This is an optimization exercise on Yosys and OpenROAD, whose aim is small area, not a production implementation. RTL that was checked went through simulation tests only; none was proved equivalent to the original. Function not checked in run 5: the RTL went through the layout flow alone. Power is estimated from default activity; no workload was simulated.

File: flow/flow/run.sh
#!/bin/bash
set -euo pipefail
W=$(pwd)
RES="$W/orfs/results/sky130hd/System_Top/base"
rm -rf "$W/scripts_area"
cp -r "$FLOW_HOME/scripts" "$W/scripts_area"
cp "$W/flow/abc_area.script" "$W/scripts_area/abc_area.script"
export SCRIPTS_DIR="$W/scripts_area"
export BUFFER_PORTS_ARGS="-buffer_cell sky130_fd_sc_hd__buf_1"
export CTS_ARGS="-sink_clustering_enable -repair_clock_nets -sink_clustering_size 30 -sink_clustering_max_diameter 150 -buf_list sky130_fd_sc_hd__clkbuf_8 -dont_use_dummy_load"
bash "$W/standard.sh" "$RES/1_2_yosys.v" > "$W/flow_synth.log" 2>&1
python3 "$W/flow/mux2a22o.py" "$RES/1_2_yosys.v" > "$W/flow_mux2a22o.log" 2>&1
bash "$W/standard.sh" > "$W/flow_layout.log" 2>&1
File: flow/flow/abc_area.script
strash
dch
map -a
&get -n
&st
&dch
&nf -R 1000
&put
topo
File: flow/flow/mux2a22o.py
#!/usr/bin/env python3
"""Rewrite a Yosys netlist: each sky130 mux2_1 whose select also drives another mux2_1
becomes an a22o_1 (X = S&A1 | ~S&A0), with one shared inverter per select net."""
import re, sys
path = sys.argv[1]
src = open(path).read()
pat = re.compile(r'  sky130_fd_sc_hd__mux2_1 (\S+) \(\n\s*\.A0\(([^\n]*?)\),\n\s*\.A1\(([^\n]*?)\),\n\s*\.S\(([^\n]*?)\),\n\s*\.X\(([^\n]*?)\)\n\s*\);\n')
muxes = pat.findall(src)
count = {}
for m in muxes:
    count[m[3]] = count.get(m[3], 0) + 1
inv_of = {}
decls = []
def repl(mo):
    name, a0, a1, s, x = mo.groups()
    if count[s] < 2:
        return mo.group(0)
    out = ''
    if s not in inv_of:
        n = len(inv_of)
        inv_of[s] = f'mxsel_n_{n}'
        decls.append(f'  wire mxsel_n_{n};\n')
        out += (f'  sky130_fd_sc_hd__inv_1 mxsel_inv_{n} (\n    .A({s}),\n    .Y(mxsel_n_{n})\n  );\n')
    out += (f'  sky130_fd_sc_hd__a22o_1 {name} (\n    .A1({s}),\n    .A2({a1}),\n'
            f'    .B1({inv_of[s]}),\n    .B2({a0}),\n    .X({x})\n  );\n')
    return out
new = pat.sub(repl, src)
# declare the new wires right after the module header
i = new.index(');\n', new.index('module ')) + 3
new = new[:i] + ''.join(decls) + new[i:]
open(path, 'w').write(new)
print(f'mux2a22o: {len(muxes)} mux2_1, rewrote {sum(c for c in count.values() if c >= 2)}, {len(inv_of)} inverters')
File: flow/standard.sh
#!/bin/bash
# synth_recipe.tcl (not shown) runs the flow's synth.tcl, then flattens the netlist and writes it again
# the make line also repeats each setting of config.mk as NAME=value (left out here)
make -C /OpenROAD-flow-scripts/flow DESIGN_CONFIG=/design/flow/config.mk WORK_HOME=/design/flow/orfs CLKGATE_MAP_FILE= SYNTH_SCRIPT=/design/flow/synth_recipe.tcl "${@:-finish}"
File: flow/config.mk
export PLATFORM = sky130hd
export DESIGN_NAME = System_Top
export DESIGN_NICKNAME = System_Top
export VERILOG_FILES = /design/flow/design.v
export SDC_FILE = /design/flow/constraint.sdc
export NUM_CORES = 4
export LEC_CHECK = 0
export ABC_AREA = 1
export CAP_MARGIN = 20
export CORE_MARGIN = 2
export CORE_UTILIZATION = 40
export SETUP_SLACK_MARGIN = 0.3
export SLEW_MARGIN = 20
File: flow/constraint.sdc
create_clock -name core_clock -period 12.0 [get_ports {CLK}]
set_input_delay 2.4000 -clock core_clock [delete_from_list [all_inputs] [get_ports {CLK}]]
set_output_delay 2.4000 -clock core_clock [all_outputs]
set_load 0.01 [all_outputs]
File: flow/design.v
module ALU(input [7:0] A, input [7:0] Bin, input [3:0] k, output [7:0] res);
wire sh  = (k == 4'd13) | (k == 4'd14);
wire [7:0] B = sh ? 8'd2 : Bin;
wire MUL = (k == 4'd2) | (k == 4'd14);
wire DIV = (k == 4'd3) | (k == 4'd13);
wire ADD = (k == 4'd0);
wire SUB = (k == 4'd1) | (k == 4'd10) | (k == 4'd11) | (k == 4'd12);
wire CMP = (k == 4'd10) | (k == 4'd11) | (k == 4'd12);
wire arith = ADD | SUB | MUL;
genvar i, j;
wire [7:0] nb = ~B;
wire [7:0] R [0:8];
wire [7:0] q;
assign R[8] = A;
generate for (i=7;i>=0;i=i-1) begin: gd
  localparam W = 8-i;
  wire [W:0] cc; assign cc[0] = 1'b1;
  for (j=0;j<W;j=j+1) begin: gc
    wire x = R[i+1][i+j];
    wire y = nb[j];
    assign cc[j+1] = (x & y) | (cc[j] & (x | y));
  end
  wire z;
  if (i == 0) begin: gz assign z = 1'b1; end else begin: gz2 assign z = ~|B[7:W]; end
  assign q[i] = cc[W] & z;
  for (j=0;j<8;j=j+1) begin: go
    if (j < i) assign R[i][j] = R[i+1][j];
    else assign R[i][j] = R[i+1][j] ^ (q[i] & (nb[j-i] ^ cc[j-i]));
  end
end endgenerate
wire [7:0] P [1:8];
assign P[8] = 8'b0;
generate for (i=7;i>=1;i=i-1) begin: gm
  localparam W = 8-i;
  wire [W:0] cc; assign cc[0] = 1'b0;
  for (j=0;j<8;j=j+1) begin: gc
    if (j < i) assign P[i][j] = P[i+1][j];
    else begin
      wire x = P[i+1][j];
      wire y = A[j-i] & B[i];
      assign P[i][j] = x ^ y ^ cc[j-i];
      assign cc[j-i+1] = (x & y) | (cc[j-i] & (x ^ y));
    end
  end
end endgenerate
reg [3:0] tt;    
always @(*) begin
  case (k)
    4'd0:  tt = 4'b1010;                    
    4'd2, 4'd14: tt = {B[0], B[0], 2'b00};  
    4'd4:  tt = 4'b0100;                    
    4'd5:  tt = 4'b0010;                    
    4'd6:  tt = 4'b1011;                    
    4'd7:  tt = 4'b1101;                    
    4'd8:  tt = 4'b1010;                    
    default: tt = 4'b0101;                  
  endcase
end
wire [7:0] s0;
wire [8:0] c0; assign c0[0] = SUB;
generate for (j=0;j<8;j=j+1) begin: g0
  wire x = MUL ? P[1][j] : A[j];
  wire y = tt[{A[j], B[j]}];
  assign s0[j] = x ^ y ^ c0[j];
  assign c0[j+1] = (x & y & arith) | (c0[j] & (x | y));
end endgenerate
wire lt = ~c0[8];
wire eq = (A == Bin);
wire gt = c0[8] & ~eq;
wire [1:0] cmpr = (k == 4'd10) ? {1'b0, eq} : (k == 4'd11) ? {gt, 1'b0} : {lt, lt};
assign res = DIV ? q : CMP ? {6'b0, cmpr} : s0;
endmodule
module System_Top #(parameter WIDTH = 8, ADDR = 4 , ALU_FUN_WD = 4) (
input    wire                CONTROL_EN,
input    wire                CLKDIV_EN,
input    wire                CLK,
input    wire                RST,
input    wire                WrEn,
input    wire                RdEn,
input    wire   [ADDR-1:0]   Address,
input    wire   [WIDTH-1:0]  WrData,
output   reg    [WIDTH-1:0]  RdData,
output   wire                SYS_OUT,
output   wire                SYS_VLD,
output   wire                DONE_FLAG
);
reg [7:0] mem [0:15];
wire [3:0] lo = 4'b1 << Address[1:0];
wire [3:0] hi = 4'b1 << Address[3:2];
wire [15:0] rsel;
reg  [7:0] rmux;
genvar r;
generate for (r = 0; r < 16; r = r + 1) begin : g_reg
  assign rsel[r] = hi[r/4] & lo[r%4];
  always @(posedge CLK or negedge RST)
    if (!RST) mem[r] <= 8'b0;
    else if (WrEn & rsel[r]) mem[r] <= WrData;
end endgenerate
integer i;
always @(*) begin
  rmux = 8'b0;
  for (i = 0; i < 16; i = i + 1) rmux = rmux | (mem[i] & {8{rsel[i]}});
end
always @(posedge CLK)
  if (RdEn && !WrEn) RdData <= rmux;
wire [7:0]  A   = mem[0];
wire [7:0]  B   = mem[1];
wire [15:0] cfg = {mem[3], mem[2]};
wire [1:0]  ucfg = mem[4][1:0];
wire [7:0]  ratio = mem[5];
reg [2:0] dcnt;
reg       div_clk, odd_n;       
wire      div_on  = CLKDIV_EN & (|ratio[7:1]);
wire [2:0] dcnt_inc = dcnt + 3'd1;
wire      flip = (ratio[0] & odd_n) ? (dcnt == ratio[3:1]) : (dcnt_inc == ratio[3:1]);
wire      tick = ~div_on | (flip & ~div_clk);
always @(posedge CLK or negedge RST)
  if (!RST) begin
    dcnt <= 3'd0; div_clk <= 1'b0; odd_n <= 1'b0;
  end else if (div_on) begin
    if (flip) begin
      dcnt <= 3'd0;
      div_clk <= ~div_clk;
      if (ratio[0]) odd_n <= ~odd_n;
    end else
      dcnt <= dcnt_inc;
  end
localparam P_IDLE = 2'd0, P_CHECK = 2'd1, P_CALC = 2'd2, P_WAIT = 2'd3;
reg [1:0] ph;
reg [3:0] k;
reg [3:0] u;                  
wire busy   = |u;
wire en_k   = cfg[k];
wire last   = &k;
wire alu_en = (ph == P_CHECK) & en_k;
wire valid  = (ph == P_CALC) & ~last;
wire k_inc  = ((ph == P_CHECK) & ~en_k) | ((ph == P_WAIT) & ~busy);
always @(posedge CLK or negedge RST)
  if (!RST) begin
    ph <= P_IDLE; k <= 4'd0;
  end else begin
    if (k_inc) k <= k + 4'd1;
    case (ph)
      P_IDLE : if (CONTROL_EN) ph[0] <= 1'b1;
      P_CHECK: if (en_k | last) ph[0] <= 1'b0;
      P_CALC : ph[0] <= 1'b1;
      P_WAIT : if (!busy & last) ph[0] <= 1'b0;
    endcase
    if (alu_en | (ph == P_WAIT & !busy)) ph[1] <= (ph == P_CHECK);
  end
assign DONE_FLAG = (ph == P_IDLE);
wire [7:0] res;
ALU U0_ALU (.A(A), .Bin(B), .k(k), .res(res));
reg [7:0] sr;
reg       par;
wire      load = tick & valid;
always @(posedge CLK)
  if (alu_en) sr <= res;
always @(posedge CLK or negedge RST)
  if (!RST) begin
    u <= 4'd0; par <= 1'b0;
  end else if (tick) begin
    if (load & ucfg[0]) par <= ucfg[1] ^ (^sr);
    case (u)
      4'd0: if (valid) u <= 4'd1;
      4'd1: u <= 4'd8;
      4'd2: u <= 4'd3;
      4'd3: u <= 4'd0;
      4'd15: u <= ucfg[0] ? 4'd2 : 4'd3;
      default: u <= u + 4'd1;
    endcase
  end
assign SYS_VLD = busy;
assign SYS_OUT = u[3] ? sr[u[2:0]] : (u == 4'd1) ? 1'b0 : (u == 4'd2) ? par : 1'b1;
endmodule
==> results of run 1 <==
[per-stage QoR]
step	setup slack, ps	hold WS, ps	total power, uW	util, %
2_1_floorplan	890	442	1830	-
3_3_place_gp	538	458	2200	43.4
3_5_place_dp	124	469	2220	43.4
6_report	1360	480	2580	45.2
5_1_grt	318	508	2790	45.2
4_1_cts	353	482	2530	44.4
[power groups by stage]
stage	clock (uW)	combinational, uW	sequential, uW
floorplan	0	1030	804
global placement	0	1340	861
detailed placement	0	1360	863
CTS	303	1370	853
global route	321	1590	875
finish	295	1430	854
[worst max-delay path, delay by kind of cell, from the launching register on]
family | cells | cell delay [ps]
simple gates | 23 | 2900
buf+inv | 1 | 100
compound gates | 25 | 3810
fa+ha+maj | 7 | 2460
flops | 1 | 470
xor+xnor | 4 | 590
[layout by cell type, fill, tap and decap left out, types with 10 or more instances in the layout]
master	count
nand3_1	16
a222oi_1	24
clkinv_1	33
buf_4	24
edfxtp_1	16
inv_1	17
nand2b_1	10
dfrtp_1	142
fa_1	10
a211oi_1	10
buf_1	26
a21oi_1	34
xor2_1	31
clkbuf_8	17
o21ai_0	38
nand2_1	103
xnor2_1	36
a22oi_1	21
nor2_1	71
and2_0	11
ha_1	28
a22o_1	135
[cell type report]
cell class	instances	share of cell area (%)
clock buffer	17	2.29
inverter	51	1.91
multi-input combinational	695	49.3
sequential	160	40.0
tap	285	3.49
timing repair buffer	53	3.07
[registers in the layout (all words and copies together) (netlist names)]
register  count
u             4
k             4
ph            2
par           1
div_clk       1
RdData        8
odd_n         1
mem         128
dcnt          3
sr            8
[worst max-delay path by stage]
stage	startpoint	end	slack (ps)	depth (start not counted)
after floorplan	k[0]	sr[0]	890	57
after global placement	k[0]	sr[0]	540	59
after detailed placement	k[0]	sr[0]	120	59
after CTS	k[0]	sr[0]	350	59
after global routing	k[0]	sr[0]	320	61
final	k[1]	sr[0]	1360	60
[timing repair]
action | CTS | global route
buffers inserted | 0 | 6
pin swaps | 0 | 5
resized for setup | 2 | 27
setup endpoints to repair | 1 | 2
[metal layers]
layer	track usage, %	wire length (um)	part of all wire [%]	up-vias
li1	-	-	-	3580
met1	32.0	12200	44	3917
met2	37.6	13200	47	263
met3	4.47	1610	5.8	46
met4	7.30	782	2.8	0
met5	0	0	0	-
==> run_summary.xml, run 1 <==
<?xml version="1.0" encoding="UTF-8"?>
<metrics>
  <group name="status">
    <metric name="outcome" unit="">complete, no violations</metric>
  </group>
  <group name="global_route">
    <metric name="grt-ovfl-total" unit="">0</metric>
    <metric name="global_route_wire_length_before_repair" unit="mm">43.7</metric>
    <metric name="grt_antenna_before_repair" unit="">0</metric>
    <metric name="grt.total_usage" unit="%">23.3</metric>
    <metric name="grt_start_max_net_pins" unit="">74</metric>
    <metric name="first_global_vias" unit="">7500</metric>
  </group>
  <group name="power_and_ir_drop">
    <metric name="power_report.internal_total" unit="uW">1450</metric>
    <metric name="power_switching" unit="uW">1140</metric>
    <metric name="p_per_area" unit="mW/mm2">253</metric>
    <metric name="power.switching_fraction" unit="%">44.1</metric>
    <metric name="cellLeakagePower" unit="uW">0.00432</metric>
    <metric name="sequentialPowerShare" unit="%">33.1</metric>
    <metric name="clockPowerShare" unit="%">11.4</metric>
    <metric name="power_frac_comb" unit="%">55.5</metric>
    <metric name="ir_drop" unit="uV">81.3</metric>
  </group>
  <group name="worst_setup_path">
    <metric name="critical_path_peak_fanout" unit="">8</metric>
    <metric name="reg2regPathDepth" unit="">60</metric>
    <metric name="timing.setup.critical_path_class" unit="">register to register</metric>
    <metric name="cp-start-kind" unit="">register</metric>
    <metric name="crit_slowest_cell" unit="">dfrtp_2</metric>
    <metric name="end_kind" unit="">register</metric>
    <metric name="r2r-start" unit="">k[1]</metric>
    <metric name="slowest_delay" unit="ps">470</metric>
    <metric name="worstReg2RegEnd" unit="">sr[0]</metric>
    <metric name="critical_path_required" unit="ps">12140</metric>
    <metric name="r2r_slack" unit="ps">1360</metric>
    <metric name="worstPathArrival" unit="ps">10780</metric>
  </group>
  <group name="synthesis">
    <metric name="yosysWarningCount" unit="">3</metric>
    <metric name="netlist_instances" unit="">906</metric>
    <metric name="avgSynthCellArea" unit="um2">10.2</metric>
    <metric name="synthesis.nets" unit="">964</metric>
    <metric name="synth.cell_area" unit="mm2">0.00922</metric>
  </group>
  <group name="timing">
    <metric name="worstMarginPinSlew" unit="ps">1190</metric>
    <metric name="final-hold-violation-count" unit="">0</metric>
    <metric name="max_clock_freq" unit="GHz">0.0940</metric>
    <metric name="grt_setup_unrepaired" unit="">false</metric>
    <metric name="min_period" unit="ps">10640</metric>
    <metric name="timing_max_transition_violations_final" unit="">0</metric>
    <metric name="final_min_period_over_clock_period" unit="%">88.6</metric>
    <metric name="max-slew-margin-rel" unit="%">20.6</metric>
    <metric name="setup_viol" unit="">0</metric>
    <metric name="timing.clock.skew" unit="ps">43.7</metric>
    <metric name="finalSetupTns" unit="ps">0</metric>
  </group>
  <group name="finish">
    <metric name="area_of_combinational_cells_with_multiple_inputs" unit="mm2">0.00504</metric>
    <metric name="fillers" unit="">2182</metric>
    <metric name="sequential_cell_area" unit="mm2">0.00409</metric>
    <metric name="ant_cells" unit="">0</metric>
    <metric name="drive_gt1_share" unit="%">7.07</metric>
    <metric name="num-nets-final" unit="">1036</metric>
    <metric name="post_layout_instance_area" unit="mm2">0.0102</metric>
    <metric name="synthToLayoutAreaGrowth" unit="%">10.9</metric>
    <metric name="instances_no_fill" unit="">1261</metric>
  </group>
  <group name="route">
    <metric name="detailroute.via_count" unit="">7806</metric>
    <metric name="drt_iter0_drc" unit="">721</metric>
    <metric name="detail-route-antenna-nets" unit="">0</metric>
    <metric name="route.detailed.vias_per_inst" unit="">6.19</metric>
    <metric name="post-route-drc-count" unit="">0</metric>
    <metric name="routed_wire_length_per_instance" unit="um">22.0</metric>
    <metric name="detail_route.wirelength" unit="mm">27.8</metric>
    <metric name="drt_pre_antenna_iters" unit="">5</metric>
  </group>
  <group name="placed_design">
    <metric name="cell_area_after_placement" unit="mm2">0.00982</metric>
    <metric name="place.detailed.instances" unit="">1237</metric>
    <metric name="gp_congestion" unit="">0.879</metric>
    <metric name="hpwl" unit="mm">19.4</metric>
    <metric name="numPortBuffers" unit="">28</metric>
  </group>
  <group name="clocking">
    <metric name="cts.htree.levels" unit="">4</metric>
    <metric name="ctsHoldBuffers" unit="">0</metric>
    <metric name="cts-root-to-sink-buffers" unit="">2</metric>
    <metric name="tritoncts_clock_tree" unit="">done</metric>
    <metric name="clkLatencyLatePin" unit="ps">450</metric>
    <metric name="clkTransAtPathRegs" unit="ps">70</metric>
    <metric name="clk_root_buffer_cell" unit="">clkbuf_8</metric>
    <metric name="cts_inserted_buffers" unit="">17</metric>
    <metric name="tritoncts_num_sinks" unit="">160</metric>
  </group>
  <group name="worst_hold_path">
    <metric name="min_delay_path_depth" unit="">2</metric>
    <metric name="min_from" unit="">par</metric>
    <metric name="worstHoldPathType" unit="">register to register</metric>
    <metric name="whs_endpoint" unit="">par</metric>
  </group>
  <group name="floorplanning">
    <metric name="initial_core_utilization" unit="%">40.7</metric>
    <metric name="coreArea" unit="mm2">0.0226</metric>
    <metric name="die_w" unit="um">156</metric>
    <metric name="die_h" unit="um">156</metric>
    <metric name="rows" unit="">55</metric>
    <metric name="pin_count" unit="">29</metric>
    <metric name="dieArea" unit="mm2">0.0243</metric>
  </group>
  <group name="job">
    <metric name="max_cap_violations" unit="">0</metric>
  </group>
</metrics>
==> run 2: changes to the inputs <==
--- a/flow/config.mk
+++ b/flow/config.mk
@@ -8,6 +8,6 @@
 export ABC_AREA = 1
 export CAP_MARGIN = 20
 export CORE_MARGIN = 2
-export CORE_UTILIZATION = 40
-export SETUP_SLACK_MARGIN = 0.3
+export CORE_UTILIZATION = 55
+export SETUP_SLACK_MARGIN = 0.1
 export SLEW_MARGIN = 20
==> run_summary.xml, run 2 <==
<?xml version="1.0" encoding="UTF-8"?>
<metrics>
  <group name="status">
    <metric name="outcome" unit="">complete, no violations</metric>
  </group>
  <group name="worst_setup_path">
    <metric name="slowest_delay" unit="ps">440</metric>
    <metric name="end_kind" unit="">register</metric>
    <metric name="cp-start-kind" unit="">register</metric>
    <metric name="crit_slowest_cell" unit="">or4_1</metric>
    <metric name="critical_path_cell_count" unit="">61</metric>
    <metric name="worstPathArrival" unit="ps">11250</metric>
    <metric name="cpMostUsedCell" unit="">a21oi_1</metric>
    <metric name="critical_path_required" unit="ps">12130</metric>
    <metric name="critical_path_peak_fanout" unit="">15</metric>
    <metric name="worst_path_dominant_cell_family" unit="">compound AO/OA/AOI/OAI gates</metric>
    <metric name="timing.setup.critical_path_class" unit="">register to register</metric>
    <metric name="reg2regPathDepth" unit="">61</metric>
    <metric name="path_buf_inv" unit="">3</metric>
  </group>
  <group name="global_route">
    <metric name="first_global_vias" unit="">7780</metric>
    <metric name="grt_antenna_before_repair" unit="">0</metric>
    <metric name="grt-ovfl-total" unit="">0</metric>
    <metric name="grt_start_max_net_pins" unit="">54</metric>
    <metric name="grt.total_usage" unit="%">32.0</metric>
    <metric name="global_route_wire_length_before_repair" unit="mm">43.4</metric>
  </group>
  <group name="synthesis">
    <metric name="yosysWarningCount" unit="">3</metric>
    <metric name="synth.cell_area" unit="mm2">0.00922</metric>
    <metric name="avgSynthCellArea" unit="um2">10.2</metric>
    <metric name="netlist_instances" unit="">906</metric>
    <metric name="synthesis.nets" unit="">964</metric>
  </group>
  <group name="finish">
    <metric name="ant_cells" unit="">0</metric>
    <metric name="area_of_combinational_cells_with_multiple_inputs" unit="mm2">0.00501</metric>
    <metric name="mostFrequentLayoutCells" unit="">dfrtp_1, a22o_1, nand2_1</metric>
    <metric name="utilization" unit="%">61.4</metric>
    <metric name="sequential_cell_area" unit="mm2">0.00409</metric>
    <metric name="largest_register" unit="">mem</metric>
    <metric name="layout.cells.most_common" unit="">dfrtp_1</metric>
    <metric name="synthToLayoutAreaGrowth" unit="%">9.72</metric>
    <metric name="drive_gt1_share" unit="%">6.75</metric>
    <metric name="num-nets-final" unit="">1038</metric>
    <metric name="flip_flop_count_of_the_largest_register_all_copies_and_words_added" unit="">128</metric>
    <metric name="fillers" unit="">1381</metric>
    <metric name="biggestRegsByFlops" unit="">mem: 128 flops, RdData: 8 flops, sr: 8 flops</metric>
  </group>
  <group name="floorplanning">
    <metric name="pin_count" unit="">29</metric>
    <metric name="coreArea" unit="mm2">0.0165</metric>
    <metric name="initial_core_utilization" unit="%">56.0</metric>
    <metric name="die_h" unit="um">133</metric>
    <metric name="dieArea" unit="mm2">0.0178</metric>
    <metric name="rows" unit="">47</metric>
    <metric name="die_w" unit="um">133</metric>
  </group>
  <group name="power_and_ir_drop">
    <metric name="power_report.internal_total" unit="uW">1450</metric>
    <metric name="power.switching_fraction" unit="%">44.7</metric>
    <metric name="p_per_area" unit="mW/mm2">259</metric>
    <metric name="sequentialPowerShare" unit="%">32.4</metric>
    <metric name="clockPowerShare" unit="%">11.5</metric>
    <metric name="cellLeakagePower" unit="uW">0.00432</metric>
    <metric name="power_frac_comb" unit="%">56.1</metric>
    <metric name="ir_drop" unit="uV">135</metric>
    <metric name="power_switching" unit="uW">1170</metric>
  </group>
  <group name="timing">
    <metric name="min_period" unit="ps">11130</metric>
    <metric name="finalHoldWorstSlack" unit="ps">484</metric>
    <metric name="grt_setup_unrepaired" unit="">false</metric>
    <metric name="timing.clock.skew" unit="ps">42.2</metric>
    <metric name="final-hold-violation-count" unit="">0</metric>
    <metric name="setup_viol" unit="">0</metric>
    <metric name="final_min_period_over_clock_period" unit="%">92.7</metric>
    <metric name="max-slew-margin-rel" unit="%">19.4</metric>
    <metric name="worstMarginPinSlew" unit="ps">1210</metric>
    <metric name="timing_max_transition_violations_final" unit="">0</metric>
    <metric name="max_clock_freq" unit="GHz">0.0899</metric>
  </group>
  <group name="route">
    <metric name="drt_pre_antenna_iters" unit="">6</metric>
    <metric name="detail-route-antenna-nets" unit="">0</metric>
    <metric name="route.detailed.vias_per_inst" unit="">6.65</metric>
    <metric name="detail_route.wirelength" unit="mm">28.0</metric>
    <metric name="post-route-drc-count" unit="">0</metric>
    <metric name="drt_iter0_drc" unit="">913</metric>
    <metric name="detailroute.via_count" unit="">7966</metric>
    <metric name="routed_wire_length_per_instance" unit="um">23.4</metric>
  </group>
  <group name="worst_hold_path">
    <metric name="worstHoldPathType" unit="">register to register</metric>
    <metric name="min_delay_path_depth" unit="">1</metric>
  </group>
  <group name="clocking">
    <metric name="clkLatencyLatePin" unit="ps">450</metric>
    <metric name="clk_root_buffer_cell" unit="">clkbuf_8</metric>
    <metric name="cts.htree.levels" unit="">4</metric>
    <metric name="cts_inserted_buffers" unit="">17</metric>
    <metric name="tritoncts_clock_tree" unit="">done</metric>
    <metric name="clkTransAtPathRegs" unit="ps">100</metric>
    <metric name="ctsHoldBuffers" unit="">0</metric>
    <metric name="tritoncts_num_sinks" unit="">160</metric>
    <metric name="cts-root-to-sink-buffers" unit="">2</metric>
  </group>
  <group name="placed_design">
    <metric name="numPortBuffers" unit="">28</metric>
    <metric name="hpwl" unit="mm">19.7</metric>
    <metric name="gp_congestion" unit="">0.933</metric>
  </group>
  <group name="job">
    <metric name="max_cap_violations" unit="">0</metric>
  </group>
</metrics>
run 2: what timing repair did:
action                                  CTS  global route
resized for setup                         2            21
setup buffers                             0             9
pin swaps                                 0             5
endpoints found under the setup margin    1             1
run 2: worst reg2reg max path: cells and delay by family (launching register included):
| family | cells | cell delay [ps] |
|---|---|---|
| simple gates | 23 | 2960 |
| fa+ha+maj | 7 | 2330 |
| compound gates | 24 | 4010 |
| buf+inv | 3 | 490 |
| xor+xnor | 4 | 590 |
| flops | 1 | 430 |
run 2: metal layers:
layer	track usage, %	up-vias	wire (um)
met5	0	-	0
met4	14.1	0	1190
met3	4.60	66	1670
met2	53.9	344	13800
met1	41.5	3996	11300
li1	-	3560	-
run 2: final timing paths:
| check | from | endpoint | slack (ps) |
|---|---|---|---|
| setup / recovery | k[0] | sr[0] | 870 |
| hold / removal | div_clk | div_clk | 480 |
| setup reg to reg | k[0] | sr[0] | 870 |
| hold reg to reg | div_clk | div_clk | 480 |
| max in group asynchronous | RST | mem[7][6] | 8840 |
| min in group asynchronous | RST | mem[0][4] | 1970 |
run 2: power by group through the flow:
| stage | Sequential, uW | Clock, uW | Combinational (uW) |
|---|---|---|---|
| 4_1_cts | 851 | 306 | 1390 |
| 2_1_floorplan | 804 | 0 | 1030 |
| 5_1_grt | 868 | 326 | 1620 |
| 3_3_place_gp | 855 | 0 | 1330 |
| 6_report | 852 | 301 | 1470 |
| 3_5_place_dp | 861 | 0 | 1370 |
run 2: metrics by stage:
stage | cell area (um2) | instances | setup TNS [ps] | worst slack, ps | total power, uW
after detailed placement | 9750 | 1172 | -113 | -113 | 2240
after global routing | 10100 | 1198 | 0 | 43.7 | 2810
after CTS | 9990 | 1189 | 0 | 102 | 2550
after floorplan | 9220 | 906 | 0 | 890 | 1830
after global placement | 9730 | 1171 | 0 | 601 | 2190
final | 10100 | 1198 | 0 | 872 | 2620
run 2: area by class of cell:
cell class                 count  area share (%)
sequential                   160            40.4
timing repair buffer          55            3.15
clock buffer                  17            2.31
inverter                      51            1.89
tap                          220            2.72
multi-input combinational    695            49.5
==> run 3: changes to the inputs <==
--- a/flow/design.v
+++ b/flow/design.v
@@ -65,7 +65,7 @@
   assign c0[j+1] = (x & y & arith) | (c0[j] & (x | y));
 end endgenerate
 wire lt = ~c0[8];
-wire eq = (A == Bin);
+wire eq = ~|s0;           
 wire gt = c0[8] & ~eq;
 wire [1:0] cmpr = (k == 4'd10) ? {1'b0, eq} : (k == 4'd11) ? {gt, 1'b0} : {lt, lt};
 assign res = DIV ? q : CMP ? {6'b0, cmpr} : s0;
==> run_summary.xml, run 3 <==
<?xml version="1.0" encoding="UTF-8"?>
<metrics>
  <group name="worst_setup_path">
    <metric name="end_kind" unit="">register</metric>
    <metric name="slowest_delay" unit="ps">480</metric>
    <metric name="cpMostUsedCell" unit="">nand2_1</metric>
    <metric name="timing.setup.critical_path_class" unit="">register to register</metric>
    <metric name="critical_path_required" unit="ps">12180</metric>
    <metric name="crit_slowest_cell" unit="">or4_4</metric>
    <metric name="critical_path_peak_fanout" unit="">9</metric>
    <metric name="r2r_slack" unit="ps">860</metric>
    <metric name="worstPathArrival" unit="ps">11330</metric>
    <metric name="cp-start-kind" unit="">register</metric>
  </group>
  <group name="floorplanning">
    <metric name="dieArea" unit="mm2">0.0178</metric>
    <metric name="die_h" unit="um">133</metric>
    <metric name="rows" unit="">47</metric>
    <metric name="die_w" unit="um">133</metric>
    <metric name="initial_core_utilization" unit="%">56.0</metric>
    <metric name="pin_count" unit="">29</metric>
    <metric name="coreArea" unit="mm2">0.0165</metric>
  </group>
  <group name="clocking">
    <metric name="clkTransAtPathRegs" unit="ps">80</metric>
    <metric name="cts.htree.levels" unit="">4</metric>
    <metric name="clk_root_buffer_cell" unit="">clkbuf_8</metric>
    <metric name="ctsHoldBuffers" unit="">0</metric>
    <metric name="clkLatencyLatePin" unit="ps">470</metric>
    <metric name="tritoncts_clock_tree" unit="">done</metric>
    <metric name="cts_inserted_buffers" unit="">17</metric>
    <metric name="cts-root-to-sink-buffers" unit="">2</metric>
    <metric name="tritoncts_num_sinks" unit="">160</metric>
  </group>
  <group name="timing">
    <metric name="final-hold-violation-count" unit="">0</metric>
    <metric name="final_min_period_over_clock_period" unit="%">92.9</metric>
    <metric name="setup_viol" unit="">0</metric>
    <metric name="max-slew-margin-rel" unit="%">22.4</metric>
    <metric name="grt_setup_unrepaired" unit="">false</metric>
    <metric name="timing.clock.skew" unit="ps">40.8</metric>
    <metric name="finalSetupTns" unit="ps">0</metric>
    <metric name="post-route-worst-setup-slack" unit="ps">856</metric>
    <metric name="worstMarginPinSlew" unit="ps">1160</metric>
    <metric name="max_clock_freq" unit="GHz">0.0897</metric>
    <metric name="timing_max_transition_violations_final" unit="">0</metric>
    <metric name="min_period" unit="ps">11140</metric>
  </group>
  <group name="route">
    <metric name="routed_wire_length_per_instance" unit="um">23.5</metric>
    <metric name="detail_route.wirelength" unit="mm">28.4</metric>
    <metric name="detail-route-antenna-nets" unit="">0</metric>
    <metric name="drt_iter0_drc" unit="">1176</metric>
    <metric name="detailroute.via_count" unit="">8121</metric>
    <metric name="route.detailed.vias_per_inst" unit="">6.72</metric>
    <metric name="post-route-drc-count" unit="">0</metric>
    <metric name="drt_pre_antenna_iters" unit="">8</metric>
  </group>
  <group name="status">
    <metric name="outcome" unit="">complete, no violations</metric>
  </group>
  <group name="power_and_ir_drop">
    <metric name="power_switching" unit="uW">1270</metric>
    <metric name="sequentialPowerShare" unit="%">30.7</metric>
    <metric name="power.switching_fraction" unit="%">45.6</metric>
    <metric name="p_per_area" unit="mW/mm2">276</metric>
    <metric name="total_power" unit="uW">2780</metric>
    <metric name="clockPowerShare" unit="%">10.5</metric>
    <metric name="ir_drop" unit="uV">193</metric>
    <metric name="power_frac_comb" unit="%">58.8</metric>
    <metric name="cellLeakagePower" unit="uW">0.00441</metric>
    <metric name="power_report.internal_total" unit="uW">1510</metric>
  </group>
  <group name="finish">
    <metric name="synthToLayoutAreaGrowth" unit="%">9.58</metric>
    <metric name="layout.cells.most_common" unit="">dfrtp_1</metric>
    <metric name="mostFrequentLayoutCells" unit="">dfrtp_1, a22o_1, nand2_1</metric>
    <metric name="biggestRegsByFlops" unit="">mem: 128 flops, RdData: 8 flops, sr: 8 flops</metric>
    <metric name="largest_register" unit="">mem</metric>
    <metric name="drive_gt1_share" unit="%">6.88</metric>
    <metric name="utilization" unit="%">61.3</metric>
    <metric name="flip_flop_count_of_the_largest_register_all_copies_and_words_added" unit="">128</metric>
    <metric name="ant_cells" unit="">0</metric>
    <metric name="num-nets-final" unit="">1048</metric>
  </group>
  <group name="worst_hold_path">
    <metric name="worstHoldPathType" unit="">register to register</metric>
  </group>
  <group name="job">
    <metric name="max_cap_violations" unit="">0</metric>
  </group>
  <group name="global_route">
    <metric name="grt_util_met1" unit="%">42.0</metric>
    <metric name="first_global_vias" unit="">7980</metric>
    <metric name="grt_start_max_net_pins" unit="">51</metric>
    <metric name="grt_antenna_before_repair" unit="">0</metric>
    <metric name="busiest_layer" unit="">met2</metric>
    <metric name="gr-usage-met2" unit="%">52.2</metric>
    <metric name="grt.total_usage" unit="%">32.4</metric>
    <metric name="grt-ovfl-total" unit="">0</metric>
    <metric name="global_route_wire_length_before_repair" unit="mm">44.2</metric>
    <metric name="globalRouteMet3Util" unit="%">6.24</metric>
  </group>
  <group name="placed_design">
    <metric name="hpwl" unit="mm">20.0</metric>
    <metric name="numPortBuffers" unit="">28</metric>
    <metric name="gp_congestion" unit="">0.933</metric>
    <metric name="post-place-ws" unit="ps">223</metric>
  </group>
  <group name="synthesis">
    <metric name="yosysWarningCount" unit="">3</metric>
    <metric name="avgSynthCellArea" unit="um2">10.1</metric>
    <metric name="synth.cell_area" unit="mm2">0.00922</metric>
    <metric name="synthesis.nets" unit="">973</metric>
    <metric name="netlist_instances" unit="">915</metric>
  </group>
</metrics>
[run 3: worst paths after layout]
kind,from,depth (start not counted),endpoint
setup reg to reg,k[0],59,sr[0]
min in group asynchronous,RST,1,mem[0][2]
hold reg to reg,div_clk,1,div_clk
setup / recovery,k[0],59,sr[0]
max in group asynchronous,RST,3,k[0]
hold / removal,div_clk,1,div_clk
[run 3: area by class of cell]
type                            count  area (um2)
Fill cell                        1440        6360
Timing Repair Buffer               56         335
Tap cell                          220         275
Clock buffer                       17         234
Multi-Input combinational cell    705        4980
Inverter                           50         188
Sequential cell                   160        4090
[run 3: metrics by stage]
step,area [um2],cells,hold WS (ps)
2_1_floorplan,9220,915,442
3_3_place_gp,9710,1177,463
3_5_place_dp,9720,1178,475
4_1_cts,9960,1195,491
5_1_grt,10100,1208,497
6_report,10100,1208,485
[run 3: power groups by stage]
stage,Combinational (uW),Clock (uW),Sequential (uW)
after floorplan,1160,0,803
after global placement,1460,0,853
after detailed placement,1520,0,859
after CTS,1530,298,849
after global routing,1810,317,871
final,1640,291,854
[run 3: layer usage]
layer  up-vias  routed length (um)  share of wire (%)
met5         -                   0                  0
met2       408               13500                 48
met3       105                2120                7.4
met4         0                1290                4.5
li1       3594                   -                  -
met1      4014               11500                 40
[run 3: timing repair]
| item | in CTS | in global routing |
|---|---|---|
| setup buffers | 0 | 12 |
| endpoints found under the setup margin | 0 | 1 |
| gates resized for setup | 0 | 15 |
[run 3: worst max-delay path, delay by kind of cell, from the launching register on]
kind | cells | cell delay [ps]
flops | 1 | 460
xor+xnor | 4 | 790
fa+ha+maj | 7 | 2370
buf+inv | 2 | 380
simple gates | 27 | 3420
compound gates | 19 | 3450
==> run 4: changes to the inputs <==
--- a/flow/config.mk
+++ b/flow/config.mk
@@ -9,5 +9,6 @@
 export CAP_MARGIN = 20
 export CORE_MARGIN = 2
 export CORE_UTILIZATION = 55
+export GPL_TIMING_DRIVEN = 0
 export SETUP_SLACK_MARGIN = 0.1
 export SLEW_MARGIN = 20
==> run_summary.xml, run 4 <==
<?xml version="1.0" encoding="UTF-8"?>
<metrics>
  <group name="synthesis">
    <metric name="synthesis.nets" unit="">973</metric>
    <metric name="yosysWarningCount" unit="">3</metric>
    <metric name="netlist_instances" unit="">915</metric>
    <metric name="synth.cell_area" unit="mm2">0.00922</metric>
    <metric name="avgSynthCellArea" unit="um2">10.1</metric>
  </group>
  <group name="worst_setup_path">
    <metric name="worstPathArrival" unit="ps">11430</metric>
    <metric name="critical_path_peak_fanout" unit="">15</metric>
    <metric name="end_kind" unit="">register</metric>
    <metric name="cpMostUsedCell" unit="">nand2_1</metric>
    <metric name="reg2regPathDepth" unit="">60</metric>
    <metric name="timing.setup.critical_path_class" unit="">register to register</metric>
    <metric name="r2r_slack" unit="ps">750</metric>
    <metric name="path_buf_inv" unit="">3</metric>
    <metric name="cp-start-kind" unit="">register</metric>
    <metric name="crit_slowest_cell" unit="">or4_4</metric>
    <metric name="worstReg2RegEnd" unit="">sr[0]</metric>
    <metric name="slowest_delay" unit="ps">520</metric>
    <metric name="critical_path_required" unit="ps">12180</metric>
    <metric name="worst_path_dominant_cell_family" unit="">simple AND/OR/NAND/NOR gates</metric>
    <metric name="r2r-start" unit="">k[0]</metric>
  </group>
  <group name="timing">
    <metric name="post-route-worst-setup-slack" unit="ps">747</metric>
    <metric name="final-hold-violation-count" unit="">0</metric>
    <metric name="min_period" unit="ps">11250</metric>
    <metric name="timing_max_transition_violations_final" unit="">0</metric>
    <metric name="worstMarginPinSlew" unit="ps">1160</metric>
    <metric name="timing.clock.skew" unit="ps">27.5</metric>
    <metric name="final_min_period_over_clock_period" unit="%">93.8</metric>
    <metric name="setup_viol" unit="">0</metric>
    <metric name="max-slew-margin-rel" unit="%">22.5</metric>
    <metric name="max_clock_freq" unit="GHz">0.0889</metric>
  </group>
  <group name="floorplanning">
    <metric name="rows" unit="">47</metric>
    <metric name="pin_count" unit="">29</metric>
    <metric name="die_h" unit="um">133</metric>
    <metric name="initial_core_utilization" unit="%">56.0</metric>
    <metric name="die_w" unit="um">133</metric>
    <metric name="dieArea" unit="mm2">0.0178</metric>
    <metric name="coreArea" unit="mm2">0.0165</metric>
  </group>
  <group name="finish">
    <metric name="fillers" unit="">1428</metric>
    <metric name="num-nets-final" unit="">1039</metric>
    <metric name="mostFrequentLayoutCells" unit="">dfrtp_1, a22o_1, nand2_1</metric>
    <metric name="largest_register" unit="">mem</metric>
    <metric name="flip_flop_count_of_the_largest_register_all_copies_and_words_added" unit="">128</metric>
    <metric name="layout.cells.most_common" unit="">dfrtp_1</metric>
    <metric name="biggestRegsByFlops" unit="">mem: 128 flops, RdData: 8 flops, sr: 8 flops</metric>
    <metric name="ant_cells" unit="">0</metric>
    <metric name="drive_gt1_share" unit="%">6.74</metric>
    <metric name="synthToLayoutAreaGrowth" unit="%">9.76</metric>
  </group>
  <group name="power_and_ir_drop">
    <metric name="p_per_area" unit="mW/mm2">272</metric>
    <metric name="total_power" unit="uW">2760</metric>
    <metric name="ir_drop" unit="uV">275</metric>
    <metric name="cellLeakagePower" unit="uW">0.00437</metric>
  </group>
  <group name="global_route">
    <metric name="grt_antenna_before_repair" unit="">0</metric>
    <metric name="grt_start_max_net_pins" unit="">35</metric>
    <metric name="global_route_wire_length_before_repair" unit="mm">43.2</metric>
    <metric name="first_global_vias" unit="">7718</metric>
    <metric name="grt-ovfl-total" unit="">0</metric>
    <metric name="grt.total_usage" unit="%">31.6</metric>
  </group>
  <group name="clocking">
    <metric name="cts_inserted_buffers" unit="">17</metric>
    <metric name="tritoncts_num_sinks" unit="">160</metric>
    <metric name="clkTransAtPathRegs" unit="ps">80</metric>
    <metric name="ctsHoldBuffers" unit="">0</metric>
    <metric name="clk_root_buffer_cell" unit="">clkbuf_8</metric>
    <metric name="tritoncts_clock_tree" unit="">done</metric>
    <metric name="cts.htree.levels" unit="">4</metric>
    <metric name="cts-root-to-sink-buffers" unit="">2</metric>
    <metric name="clkLatencyLatePin" unit="ps">460</metric>
  </group>
  <group name="job">
    <metric name="max_cap_violations" unit="">0</metric>
  </group>
  <group name="route">
    <metric name="post-route-drc-count" unit="">0</metric>
    <metric name="routed_wire_length_per_instance" unit="um">22.9</metric>
    <metric name="detail_route.wirelength" unit="mm">27.5</metric>
    <metric name="detail-route-antenna-nets" unit="">0</metric>
    <metric name="route.detailed.vias_per_inst" unit="">6.61</metric>
    <metric name="detailroute.via_count" unit="">7923</metric>
    <metric name="drt_iter0_drc" unit="">822</metric>
    <metric name="drt_pre_antenna_iters" unit="">6</metric>
  </group>
  <group name="placed_design">
    <metric name="post-place-ws" unit="ps">-342</metric>
    <metric name="gp_congestion" unit="">0.948</metric>
    <metric name="numPortBuffers" unit="">28</metric>
    <metric name="hpwl" unit="mm">19.3</metric>
  </group>
  <group name="worst_hold_path">
    <metric name="min_from" unit="">odd_n</metric>
    <metric name="worstHoldPathType" unit="">register to register</metric>
    <metric name="whs_endpoint" unit="">odd_n</metric>
    <metric name="min_delay_path_depth" unit="">1</metric>
  </group>
  <group name="status">
    <metric name="outcome" unit="">complete, no violations</metric>
  </group>
</metrics>
## run 4: power breakdown
part | switching (uW) | leakage, uW | total [uW] | internal [uW]
Sequential | 147 | 0.00196 | 850 | 703
Clock | 174 | 0.000122 | 299 | 125
Combinational | 923 | 0.00229 | 1610 | 685
## run 4: per-stage QoR
step           TNS, ps  hold slack (ps)  std cells  util [%]  area (um2)
2_1_floorplan        0              442        915         -        9220
3_3_place_gp     -1090              461       1163      58.3        9600
3_5_place_dp      -342              474       1170      59.1        9720
4_1_cts              0              496       1187      60.5        9960
5_1_grt          -16.9              513       1199      61.4       10100
6_report             0              496       1199      61.4       10100
## run 4: routing by layer
metal / track usage, % / part of all wire, % / vias to the layer above
li1: - / - / 3592
met1: 42.4 / 42 / 3971
met2: 53.2 / 49 / 306
met3: 4.41 / 5.8 / 54
met4: 11.3 / 2.9 / 0
met5: 0 / 0 / -
## run 4: final cells by class
class                           instances  area (um2)  share of cell area, %
Clock buffer                           17         234                   2.31
Inverter                               50         191                   1.89
Multi-Input combinational cell        705        5030                   49.7
Sequential cell                       160        4090                   40.4
Tap cell                              220         275                   2.72
Timing Repair Buffer                   47         299                   2.96
## run 4: what timing repair did
item	in CTS	in global routing
endpoints found under the setup margin	1	1
gates resized for setup	5	15
gates cloned	0	0
pin swaps	0	2
setup buffers	0	12
## run 4: how the worst max path moves through the flow
stage	from	end	depth (start not counted)
2_1_floorplan	k[0]	sr[0]	57
3_3_place_gp	k[0]	sr[0]	57
3_5_place_dp	k[0]	sr[0]	59
4_1_cts	k[0]	sr[0]	60
5_1_grt	k[0]	sr[0]	59
6_report	k[0]	sr[0]	60
==> run 5: changes to the inputs <==
--- a/flow/design.v
+++ b/flow/design.v
@@ -6,66 +6,55 @@
 wire ADD = (k == 4'd0);
 wire SUB = (k == 4'd1) | (k == 4'd10) | (k == 4'd11) | (k == 4'd12);
 wire CMP = (k == 4'd10) | (k == 4'd11) | (k == 4'd12);
-wire arith = ADD | SUB | MUL;
+wire arith = ADD | SUB | MUL | DIV;
+wire [7:0] nb = ~B;
+wire [7:0] P [0:8];
+wire [7:0] q;
+wire [7:0] s0;
+assign P[8] = A & {8{~MUL}};
 genvar i, j;
-wire [7:0] nb = ~B;
-wire [7:0] R [0:8];
-wire [7:0] q;
-assign R[8] = A;
-generate for (i=7;i>=0;i=i-1) begin: gd
+generate for (i=7;i>=1;i=i-1) begin: gr
   localparam W = 8-i;
-  wire [W:0] cc; assign cc[0] = 1'b1;
+  wire [W:0] cc; assign cc[0] = DIV;
+  wire mrow = MUL & B[i];
+  wire [W-1:0] t;
   for (j=0;j<W;j=j+1) begin: gc
-    wire x = R[i+1][i+j];
-    wire y = nb[j];
+    wire x = P[i+1][i+j];
+    wire y = (mrow & A[j]) | (~MUL & nb[j]);
+    assign t[j] = y ^ cc[j];
     assign cc[j+1] = (x & y) | (cc[j] & (x | y));
   end
-  wire z;
-  if (i == 0) begin: gz assign z = 1'b1; end else begin: gz2 assign z = ~|B[7:W]; end
+  wire z = ~|B[7:W];
   assign q[i] = cc[W] & z;
+  wire sel = MUL | (DIV & q[i]);
   for (j=0;j<8;j=j+1) begin: go
-    if (j < i) assign R[i][j] = R[i+1][j];
-    else assign R[i][j] = R[i+1][j] ^ (q[i] & (nb[j-i] ^ cc[j-i]));
-  end
-end endgenerate
-wire [7:0] P [1:8];
-assign P[8] = 8'b0;
-generate for (i=7;i>=1;i=i-1) begin: gm
-  localparam W = 8-i;
-  wire [W:0] cc; assign cc[0] = 1'b0;
-  for (j=0;j<8;j=j+1) begin: gc
     if (j < i) assign P[i][j] = P[i+1][j];
-    else begin
-      wire x = P[i+1][j];
-      wire y = A[j-i] & B[i];
-      assign P[i][j] = x ^ y ^ cc[j-i];
-      assign cc[j-i+1] = (x & y) | (cc[j-i] & (x ^ y));
-    end
+    else assign P[i][j] = P[i+1][j] ^ (sel & t[j-i]);
   end
 end endgenerate
 reg [3:0] tt;    
 always @(*) begin
   case (k)
-    4'd0:  tt = 4'b1010;                    
+    4'd0:  tt = 4'b1010;            
     4'd2, 4'd14: tt = {B[0], B[0], 2'b00};  
-    4'd4:  tt = 4'b0100;                    
-    4'd5:  tt = 4'b0010;                    
-    4'd6:  tt = 4'b1011;                    
-    4'd7:  tt = 4'b1101;                    
-    4'd8:  tt = 4'b1010;                    
-    default: tt = 4'b0101;                  
+    4'd4:  tt = 4'b0100;            
+    4'd5:  tt = 4'b0010;            
+    4'd6:  tt = 4'b1011;            
+    4'd7:  tt = 4'b1101;            
+    4'd8:  tt = 4'b1010;            
+    default: tt = 4'b0101;          
   endcase
 end
-wire [7:0] s0;
-wire [8:0] c0; assign c0[0] = SUB;
+wire [8:0] c0; assign c0[0] = SUB | DIV;
 generate for (j=0;j<8;j=j+1) begin: g0
-  wire x = MUL ? P[1][j] : A[j];
+  wire x = P[1][j];
   wire y = tt[{A[j], B[j]}];
   assign s0[j] = x ^ y ^ c0[j];
   assign c0[j+1] = (x & y & arith) | (c0[j] & (x | y));
 end endgenerate
+assign q[0] = c0[8];
 wire lt = ~c0[8];
-wire eq = ~|s0;           
+wire eq = ~|s0;
 wire gt = c0[8] & ~eq;
 wire [1:0] cmpr = (k == 4'd10) ? {1'b0, eq} : (k == 4'd11) ? {gt, 1'b0} : {lt, lt};
 assign res = DIV ? q : CMP ? {6'b0, cmpr} : s0;
--- a/flow/config.mk
+++ b/flow/config.mk
@@ -9,6 +9,5 @@
 export CAP_MARGIN = 20
 export CORE_MARGIN = 2
 export CORE_UTILIZATION = 55
-export GPL_TIMING_DRIVEN = 0
 export SETUP_SLACK_MARGIN = 0.1
 export SLEW_MARGIN = 20
==> run_summary.xml, run 5 <==
<?xml version="1.0" encoding="UTF-8"?>
<metrics>
  <group name="status">
    <metric name="outcome" unit="">complete, but fails checks</metric>
    <metric name="failed_checks" unit="">negative setup slack</metric>
  </group>
  <group name="route">
    <metric name="detail-route-antenna-nets" unit="">0</metric>
    <metric name="drt_iter0_drc" unit="">763</metric>
    <metric name="route.detailed.vias_per_inst" unit="">6.59</metric>
    <metric name="detail_route.wirelength" unit="mm">28.8</metric>
    <metric name="post-route-drc-count" unit="">0</metric>
    <metric name="detailroute.via_count" unit="">8279</metric>
    <metric name="routed_wire_length_per_instance" unit="um">22.9</metric>
    <metric name="drt_pre_antenna_iters" unit="">7</metric>
  </group>
  <group name="finish">
    <metric name="post_layout_instance_area" unit="mm2">0.0109</metric>
    <metric name="drive_gt1_share" unit="%">21.9</metric>
    <metric name="mostFrequentLayoutCells" unit="">dfrtp_1, a22o_1, buf_4</metric>
    <metric name="biggestRegsByFlops" unit="">mem: 128 flops, RdData: 8 flops, sr: 8 flops</metric>
    <metric name="fillers" unit="">1242</metric>
    <metric name="layout.cells.most_common" unit="">dfrtp_1</metric>
    <metric name="flip_flop_count_of_the_largest_register_all_copies_and_words_added" unit="">128</metric>
    <metric name="synthToLayoutAreaGrowth" unit="%">21.2</metric>
    <metric name="num-nets-final" unit="">1085</metric>
    <metric name="largest_register" unit="">mem</metric>
    <metric name="ant_cells" unit="">0</metric>
  </group>
  <group name="power_and_ir_drop">
    <metric name="p_per_area" unit="mW/mm2">370</metric>
    <metric name="ir_drop" unit="uV">380</metric>
    <metric name="cellLeakagePower" unit="uW">0.00480</metric>
  </group>
  <group name="global_route">
    <metric name="grt_antenna_before_repair" unit="">0</metric>
    <metric name="grt.total_usage" unit="%">33.4</metric>
    <metric name="global_route_wire_length_before_repair" unit="mm">45.1</metric>
    <metric name="grt_start_max_net_pins" unit="">81</metric>
    <metric name="grt-ovfl-total" unit="">0</metric>
    <metric name="first_global_vias" unit="">8155</metric>
  </group>
  <group name="floorplanning">
    <metric name="coreArea" unit="mm2">0.0159</metric>
    <metric name="pin_count" unit="">29</metric>
    <metric name="dieArea" unit="mm2">0.0174</metric>
    <metric name="die_h" unit="um">132</metric>
    <metric name="rows" unit="">46</metric>
    <metric name="initial_core_utilization" unit="%">56.3</metric>
    <metric name="die_w" unit="um">132</metric>
  </group>
  <group name="placed_design">
    <metric name="gp_congestion" unit="">0.987</metric>
    <metric name="hpwl" unit="mm">20.3</metric>
    <metric name="numPortBuffers" unit="">28</metric>
    <metric name="cell_area_after_placement" unit="mm2">0.0103</metric>
  </group>
  <group name="worst_setup_path">
    <metric name="r2r-start" unit="">k[0]</metric>
    <metric name="r2r_slack" unit="ps">-670</metric>
    <metric name="reg2regPathDepth" unit="">79</metric>
    <metric name="cp-start-kind" unit="">register</metric>
    <metric name="cpMostUsedCell" unit="">a21oi_2</metric>
    <metric name="end_kind" unit="">register</metric>
    <metric name="slowest_delay" unit="ps">430</metric>
    <metric name="worstPathArrival" unit="ps">12880</metric>
    <metric name="timing.setup.critical_path_class" unit="">register to register</metric>
    <metric name="crit_slowest_cell" unit="">dfrtp_2</metric>
    <metric name="critical_path_peak_fanout" unit="">3</metric>
    <metric name="worstReg2RegEnd" unit="">sr[0]</metric>
    <metric name="critical_path_required" unit="ps">12210</metric>
  </group>
  <group name="job">
    <metric name="max_cap_violations" unit="">0</metric>
  </group>
  <group name="timing">
    <metric name="grt_setup_unrepaired" unit="">true</metric>
    <metric name="timing.clock.skew" unit="ps">20.1</metric>
    <metric name="worstMarginPinSlew" unit="ps">1120</metric>
    <metric name="max-slew-margin-rel" unit="%">24.6</metric>
    <metric name="final-hold-violation-count" unit="">0</metric>
    <metric name="setup_viol" unit="">5</metric>
    <metric name="post-route-worst-setup-slack" unit="ps">-674</metric>
    <metric name="finalSetupTns" unit="ps">-1970</metric>
    <metric name="finalHoldWorstSlack" unit="ps">483</metric>
    <metric name="timing_max_transition_violations_final" unit="">0</metric>
    <metric name="final_min_period_over_clock_period" unit="%">106</metric>
    <metric name="min_period" unit="ps">12670</metric>
    <metric name="max_clock_freq" unit="GHz">0.0789</metric>
  </group>
  <group name="worst_hold_path">
    <metric name="min_delay_path_depth" unit="">1</metric>
    <metric name="min_from" unit="">odd_n</metric>
    <metric name="worstHoldPathType" unit="">register to register</metric>
    <metric name="whs_endpoint" unit="">odd_n</metric>
  </group>
  <group name="synthesis">
    <metric name="synthesis.nets" unit="">919</metric>
    <metric name="netlist_instances" unit="">876</metric>
    <metric name="avgSynthCellArea" unit="um2">10.3</metric>
    <metric name="synth.cell_area" unit="mm2">0.00898</metric>
    <metric name="yosysWarningCount" unit="">3</metric>
  </group>
  <group name="clocking">
    <metric name="clkTransAtPathRegs" unit="ps">90</metric>
    <metric name="ctsHoldBuffers" unit="">0</metric>
    <metric name="cts.htree.levels" unit="">4</metric>
    <metric name="tritoncts_num_sinks" unit="">160</metric>
    <metric name="tritoncts_clock_tree" unit="">done</metric>
    <metric name="clk_root_buffer_cell" unit="">clkbuf_8</metric>
    <metric name="cts_inserted_buffers" unit="">17</metric>
    <metric name="cts-root-to-sink-buffers" unit="">2</metric>
    <metric name="clkLatencyLatePin" unit="ps">460</metric>
  </group>
</metrics>
run 5: final cells by class:
cell class / instances / area [um2] / area share [%]
Multi-Input combinational cell: 673 / 5110 / 47.0
Sequential cell: 160 / 4090 / 37.6
Timing Repair Buffer: 147 / 1010 / 9.26
Tap cell: 216 / 270 / 2.48
Clock buffer: 17 / 234 / 2.15
Inverter: 43 / 169 / 1.55
run 5: where the power goes:
| group | internal [uW] | leakage [uW] | switching, uW |
|---|---|---|---|
| Combinational | 1440 | 0.00271 | 1440 |
| Clock | 125 | 0.000122 | 169 |
| Sequential | 729 | 0.00197 | 132 |
run 5: through the flow:
| step | worst slack [ps] | instances | utilization, % | power (uW) |
|---|---|---|---|---|
| after floorplan | -502 | 876 | - | 2340 |
| after global placement | -217 | 1215 | 64.4 | 3140 |
| after detailed placement | -894 | 1215 | 64.4 | 3240 |
| after CTS | -540 | 1244 | 66.8 | 3700 |
| after global routing | -1320 | 1256 | 68.2 | 4300 |
| final | -674 | 1256 | 68.2 | 4030 |
run 5: how the worst max path moves through the flow:
stage               start  endpoint  slack, ps  cells past startpoint
finish               k[0]     sr[0]       -670                     79
global route         k[0]     sr[0]      -1320                     79
CTS                  k[0]     sr[0]       -540                     79
detailed placement   k[0]     sr[0]       -890                     80
global placement     k[0]     sr[0]       -220                     80
floorplan            k[0]     sr[0]       -500                     80
run 5: repair_timing:
action	CTS	global route
buffers inserted	12	13
pin swaps	15	50
gates resized for setup	10	36
endpoints found under the setup margin	6	8
run 5: metal layers:
metal,up-vias,GRT usage [%],part of all wire (%)
met3,82,4.54,6.3
li1,3681,-,-
met4,0,14.4,3.9
met2,422,57.2,50
met5,-,0,0
met1,4094,42.7,40
run 5: worst max-delay path: cells and delay by family, from the launching register on:
kind	cells	cell delay (ps)
simple gates	32	3300
fa+ha+maj	10	2970
buf+inv	2	210
compound gates	27	4220
flops	1	430
xor+xnor	8	1300
==> run 6: changes to the inputs <==
--- a/flow/design.v
+++ b/flow/design.v
@@ -6,55 +6,66 @@
 wire ADD = (k == 4'd0);
 wire SUB = (k == 4'd1) | (k == 4'd10) | (k == 4'd11) | (k == 4'd12);
 wire CMP = (k == 4'd10) | (k == 4'd11) | (k == 4'd12);
-wire arith = ADD | SUB | MUL | DIV;
+wire arith = ADD | SUB | MUL;
+genvar i, j;
 wire [7:0] nb = ~B;
-wire [7:0] P [0:8];
+wire [7:0] R [0:8];
 wire [7:0] q;
-wire [7:0] s0;
-assign P[8] = A & {8{~MUL}};
-genvar i, j;
-generate for (i=7;i>=1;i=i-1) begin: gr
+assign R[8] = A;
+generate for (i=7;i>=0;i=i-1) begin: gd
   localparam W = 8-i;
-  wire [W:0] cc; assign cc[0] = DIV;
-  wire mrow = MUL & B[i];
-  wire [W-1:0] t;
+  wire [W:0] cc; assign cc[0] = 1'b1;
   for (j=0;j<W;j=j+1) begin: gc
-    wire x = P[i+1][i+j];
-    wire y = (mrow & A[j]) | (~MUL & nb[j]);
-    assign t[j] = y ^ cc[j];
+    wire x = R[i+1][i+j];
+    wire y = nb[j];
     assign cc[j+1] = (x & y) | (cc[j] & (x | y));
   end
-  wire z = ~|B[7:W];
+  wire z;
+  if (i == 0) begin: gz assign z = 1'b1; end else begin: gz2 assign z = ~|B[7:W]; end
   assign q[i] = cc[W] & z;
-  wire sel = MUL | (DIV & q[i]);
   for (j=0;j<8;j=j+1) begin: go
+    if (j < i) assign R[i][j] = R[i+1][j];
+    else assign R[i][j] = R[i+1][j] ^ (q[i] & (nb[j-i] ^ cc[j-i]));
+  end
+end endgenerate
+wire [7:0] P [1:8];
+assign P[8] = 8'b0;
+generate for (i=7;i>=1;i=i-1) begin: gm
+  localparam W = 8-i;
+  wire [W:0] cc; assign cc[0] = 1'b0;
+  for (j=0;j<8;j=j+1) begin: gc
     if (j < i) assign P[i][j] = P[i+1][j];
-    else assign P[i][j] = P[i+1][j] ^ (sel & t[j-i]);
+    else begin
+      wire x = P[i+1][j];
+      wire y = A[j-i] & B[i];
+      assign P[i][j] = x ^ y ^ cc[j-i];
+      assign cc[j-i+1] = (x & y) | (cc[j-i] & (x ^ y));
+    end
   end
 end endgenerate
 reg [3:0] tt;    
 always @(*) begin
   case (k)
-    4'd0:  tt = 4'b1010;            
+    4'd0:  tt = 4'b1010;                    
     4'd2, 4'd14: tt = {B[0], B[0], 2'b00};  
-    4'd4:  tt = 4'b0100;            
-    4'd5:  tt = 4'b0010;            
-    4'd6:  tt = 4'b1011;            
-    4'd7:  tt = 4'b1101;            
-    4'd8:  tt = 4'b1010;            
-    default: tt = 4'b0101;          
+    4'd4:  tt = 4'b0100;                    
+    4'd5:  tt = 4'b0010;                    
+    4'd6:  tt = 4'b1011;                    
+    4'd7:  tt = 4'b1101;                    
+    4'd8:  tt = 4'b1010;                    
+    default: tt = 4'b0101;                  
   endcase
 end
-wire [8:0] c0; assign c0[0] = SUB | DIV;
+wire [7:0] s0;
+wire [8:0] c0; assign c0[0] = SUB;
 generate for (j=0;j<8;j=j+1) begin: g0
-  wire x = P[1][j];
+  wire x = MUL ? P[1][j] : A[j];
   wire y = tt[{A[j], B[j]}];
   assign s0[j] = x ^ y ^ c0[j];
   assign c0[j+1] = (x & y & arith) | (c0[j] & (x | y));
 end endgenerate
-assign q[0] = c0[8];
 wire lt = ~c0[8];
-wire eq = ~|s0;
+wire eq = ~|s0;           
 wire gt = c0[8] & ~eq;
 wire [1:0] cmpr = (k == 4'd10) ? {1'b0, eq} : (k == 4'd11) ? {gt, 1'b0} : {lt, lt};
 assign res = DIV ? q : CMP ? {6'b0, cmpr} : s0;
--- a/flow/flow/run.sh
+++ b/flow/flow/run.sh
@@ -9,5 +9,5 @@
 export BUFFER_PORTS_ARGS="-buffer_cell sky130_fd_sc_hd__buf_1"
 export CTS_ARGS="-sink_clustering_enable -repair_clock_nets -sink_clustering_size 30 -sink_clustering_max_diameter 150 -buf_list sky130_fd_sc_hd__clkbuf_8 -dont_use_dummy_load"
 bash "$W/standard.sh" "$RES/1_2_yosys.v" > "$W/flow_synth.log" 2>&1
-python3 "$W/flow/mux2a22o.py" "$RES/1_2_yosys.v" > "$W/flow_mux2a22o.log" 2>&1
+python3 "$W/flow/netfix.py" "$RES/1_2_yosys.v" > "$W/flow_netfix.log" 2>&1
 bash "$W/standard.sh" > "$W/flow_layout.log" 2>&1
==> flow/flow/netfix.py (new file) <==
#!/usr/bin/env python3
"""Rewrite a Yosys netlist in place: each sky130 mux2_1 whose select also drives another mux2_1
becomes an a22o_1 (X = S&A1 | ~S&A0), with one shared inverter per select net."""
import re, sys
path = sys.argv[1]
src = open(path).read()
pat = re.compile(r'  sky130_fd_sc_hd__mux2_1 (\S+) \(\n\s*\.A0\(([^\n]*?)\),\n\s*\.A1\(([^\n]*?)\),\n\s*\.S\(([^\n]*?)\),\n\s*\.X\(([^\n]*?)\)\n\s*\);\n')
muxes = pat.findall(src)
count = {}
for m in muxes:
    count[m[3]] = count.get(m[3], 0) + 1
inv_of = {}
decls = []
def repl(mo):
    name, a0, a1, s, x = mo.groups()
    if count[s] < 2:
        return mo.group(0)
    out = ''
    if s not in inv_of:
        n = len(inv_of)
        inv_of[s] = f'mxsel_n_{n}'
        decls.append(f'  wire mxsel_n_{n};\n')
        out += (f'  sky130_fd_sc_hd__inv_1 mxsel_inv_{n} (\n    .A({s}),\n    .Y(mxsel_n_{n})\n  );\n')
    out += (f'  sky130_fd_sc_hd__a22o_1 {name} (\n    .A1({s}),\n    .A2({a1}),\n'
            f'    .B1({inv_of[s]}),\n    .B2({a0}),\n    .X({x})\n  );\n')
    return out
new = pat.sub(repl, src)
# declare the new wires right after the module header
i = new.index(');\n', new.index('module ')) + 3
new = new[:i] + ''.join(decls) + new[i:]
open(path, 'w').write(new)
print(f'mux2a22o: {len(muxes)} mux2_1, rewrote {sum(c for c in count.values() if c >= 2)}, {len(inv_of)} inverters')

# Half adders whose sum output drives nothing become plain and2 gates.
src = open(path).read()
hpat = re.compile(r'  sky130_fd_sc_hd__ha_1 (\S+) \(\n\s*\.A\(([^\n]*?)\),\n\s*\.B\(([^\n]*?)\),\n\s*\.COUT\(([^\n]*?)\),\n\s*\.SUM\(([^\n]*?)\)\n\s*\);\n')
def net_uses(net):
    return len(re.findall(r'\(' + re.escape(net) + r'\)', src))
nha = 0
def hrepl(mo):
    global nha
    name, a, b, co, sm = mo.groups()
    if net_uses(sm) != 1 or re.search(r'output\s[^;]*\b' + re.escape(sm.strip()) + r'\b', src):
        return mo.group(0)
    nha += 1
    return (f'  sky130_fd_sc_hd__and2_0 {name} (\n    .A({a}),\n    .B({b}),\n    .X({co})\n  );\n')
src2 = hpat.sub(hrepl, src)
open(path, 'w').write(src2)
print(f'ha_1 with unused sum rewritten to and2_0: {nha}')
removed: flow/flow/mux2a22o.py
==> run_summary.xml, run 6 <==
<?xml version="1.0" encoding="UTF-8"?>
<metrics>
  <group name="job">
    <metric name="max_cap_violations" unit="">0</metric>
  </group>
  <group name="worst_setup_path">
    <metric name="slowest_delay" unit="ps">480</metric>
    <metric name="critical_path_required" unit="ps">12170</metric>
    <metric name="cp-endpoint" unit="">sr[0]</metric>
    <metric name="worstReg2RegEnd" unit="">sr[0]</metric>
    <metric name="critical_path_peak_fanout" unit="">15</metric>
    <metric name="crit_slowest_cell" unit="">or4_1</metric>
    <metric name="end_kind" unit="">register</metric>
    <metric name="reg2regPathDepth" unit="">59</metric>
    <metric name="timing.setup.critical_path_class" unit="">register to register</metric>
    <metric name="r2r_slack" unit="ps">1000</metric>
    <metric name="crit_start" unit="">k[0]</metric>
  </group>
  <group name="synthesis">
    <metric name="avgSynthCellArea" unit="um2">9.98</metric>
    <metric name="netlist_instances" unit="">915</metric>
  </group>
  <group name="finish">
    <metric name="synthToLayoutAreaGrowth" unit="%">8.41</metric>
    <metric name="instances_no_fill" unit="">1197</metric>
    <metric name="fillers" unit="">1396</metric>
    <metric name="drive_gt1_share" unit="%">5.12</metric>
    <metric name="ant_cells" unit="">0</metric>
    <metric name="layout.cells.most_common" unit="">dfrtp_1</metric>
  </group>
  <group name="power_and_ir_drop">
    <metric name="power.switching_fraction" unit="%">45.4</metric>
    <metric name="p_per_area" unit="mW/mm2">275</metric>
    <metric name="cellLeakagePower" unit="uW">0.00426</metric>
    <metric name="power_switching" unit="uW">1240</metric>
  </group>
  <group name="route">
    <metric name="detail_route.wirelength" unit="mm">28.0</metric>
    <metric name="drt_pre_antenna_iters" unit="">7</metric>
    <metric name="detailroute.via_count" unit="">8127</metric>
  </group>
  <group name="clocking">
    <metric name="cts.htree.levels" unit="">4</metric>
    <metric name="clkLatencyLatePin" unit="ps">460</metric>
    <metric name="cts-root-to-sink-buffers" unit="">2</metric>
    <metric name="cts_inserted_buffers" unit="">17</metric>
    <metric name="clkTransAtPathRegs" unit="ps">90</metric>
    <metric name="tritoncts_num_sinks" unit="">160</metric>
  </group>
  <group name="floorplanning">
    <metric name="die_w" unit="um">133</metric>
    <metric name="coreArea" unit="mm2">0.0164</metric>
    <metric name="rows" unit="">47</metric>
    <metric name="dieArea" unit="mm2">0.0176</metric>
  </group>
  <group name="timing">
    <metric name="max-slew-margin-rel" unit="%">23.1</metric>
    <metric name="min_period" unit="ps">11000</metric>
    <metric name="timing.clock.skew" unit="ps">36.7</metric>
    <metric name="final_min_period_over_clock_period" unit="%">91.7</metric>
    <metric name="max_clock_freq" unit="GHz">0.0909</metric>
  </group>
  <group name="placed_design">
    <metric name="place.detailed.instances" unit="">1174</metric>
    <metric name="gp_congestion" unit="">0.959</metric>
    <metric name="hpwl" unit="mm">19.5</metric>
    <metric name="numPortBuffers" unit="">28</metric>
  </group>
  <group name="global_route">
    <metric name="grt_antenna_before_repair" unit="">0</metric>
    <metric name="global_route_wire_length_before_repair" unit="mm">44.3</metric>
  </group>
  <group name="status">
    <metric name="outcome" unit="">complete, no violations</metric>
  </group>
</metrics>
## run 6: metal layers
metal	share of wire, %	vias to the layer above	routed length [um]	track usage, %
met3	6.2	86	1730	4.79
li1	-	3588	-	-
met1	41	4051	11600	43.0
met5	0	-	0	0
met2	48	402	13300	52.2
met4	4.6	0	1300	16.7
## run 6: worst max-delay path: cells and delay by family, from the launching register on
kind,cells,cell delay [ps]
simple gates,27,3540
compound gates,20,3490
fa+ha+maj,6,2100
xor+xnor,4,820
flops,1,460
buf+inv,2,330
## run 6: timing repair
action / CTS / global route
resized for setup: 0 / 12
buffers inserted: 0 / 5
hold buffers: 0 / 0
setup endpoints to repair: 0 / 1
## run 6: per-stage QoR
| step | area, um2 | setup slack (ps) |
|---|---|---|
| finish | 9900 | 999 |
| CTS | 9830 | 557 |
| global placement | 9600 | 1260 |
| global route | 9900 | 92.9 |
| detailed placement | 9600 | 618 |
| floorplan | 9130 | 1440 |
## run 6: worst min path at each step
stage | start | end | slack (ps) | depth (start not counted)
floorplan | div_clk | div_clk | 440 | 1
global placement | div_clk | div_clk | 460 | 1
detailed placement | div_clk | div_clk | 460 | 1
CTS | odd_n | odd_n | 480 | 1
global route | odd_n | odd_n | 500 | 1
finish | odd_n | odd_n | 480 | 1
## run 6: power groups by stage
stage	Sequential [uW]	Clock, uW	Combinational (uW)
final	855	294	1580
after global routing	873	321	1750
after global placement	854	0	1450
after CTS	850	297	1510
after detailed placement	860	0	1500
after floorplan	802	0	1160
## run 6: layout make-up
type	count	area (um2)	share of cell area (%)
inverter	50	188	1.90
multi-input combinational	705	4870	49.2
clock buffer	17	234	2.36
sequential	160	4090	41.3
timing repair buffer	45	243	2.45
tap	220	275	2.78

Re-timed with assumed drivers on the ports (clkbuf_16 on the clock, buf_2 on other inputs), run 6 has 0.999 ns of setup slack against 0.999 ns with ideal ports, and 0.999 ns once port delays also move by the mid clock arrival of 0.480 ns.
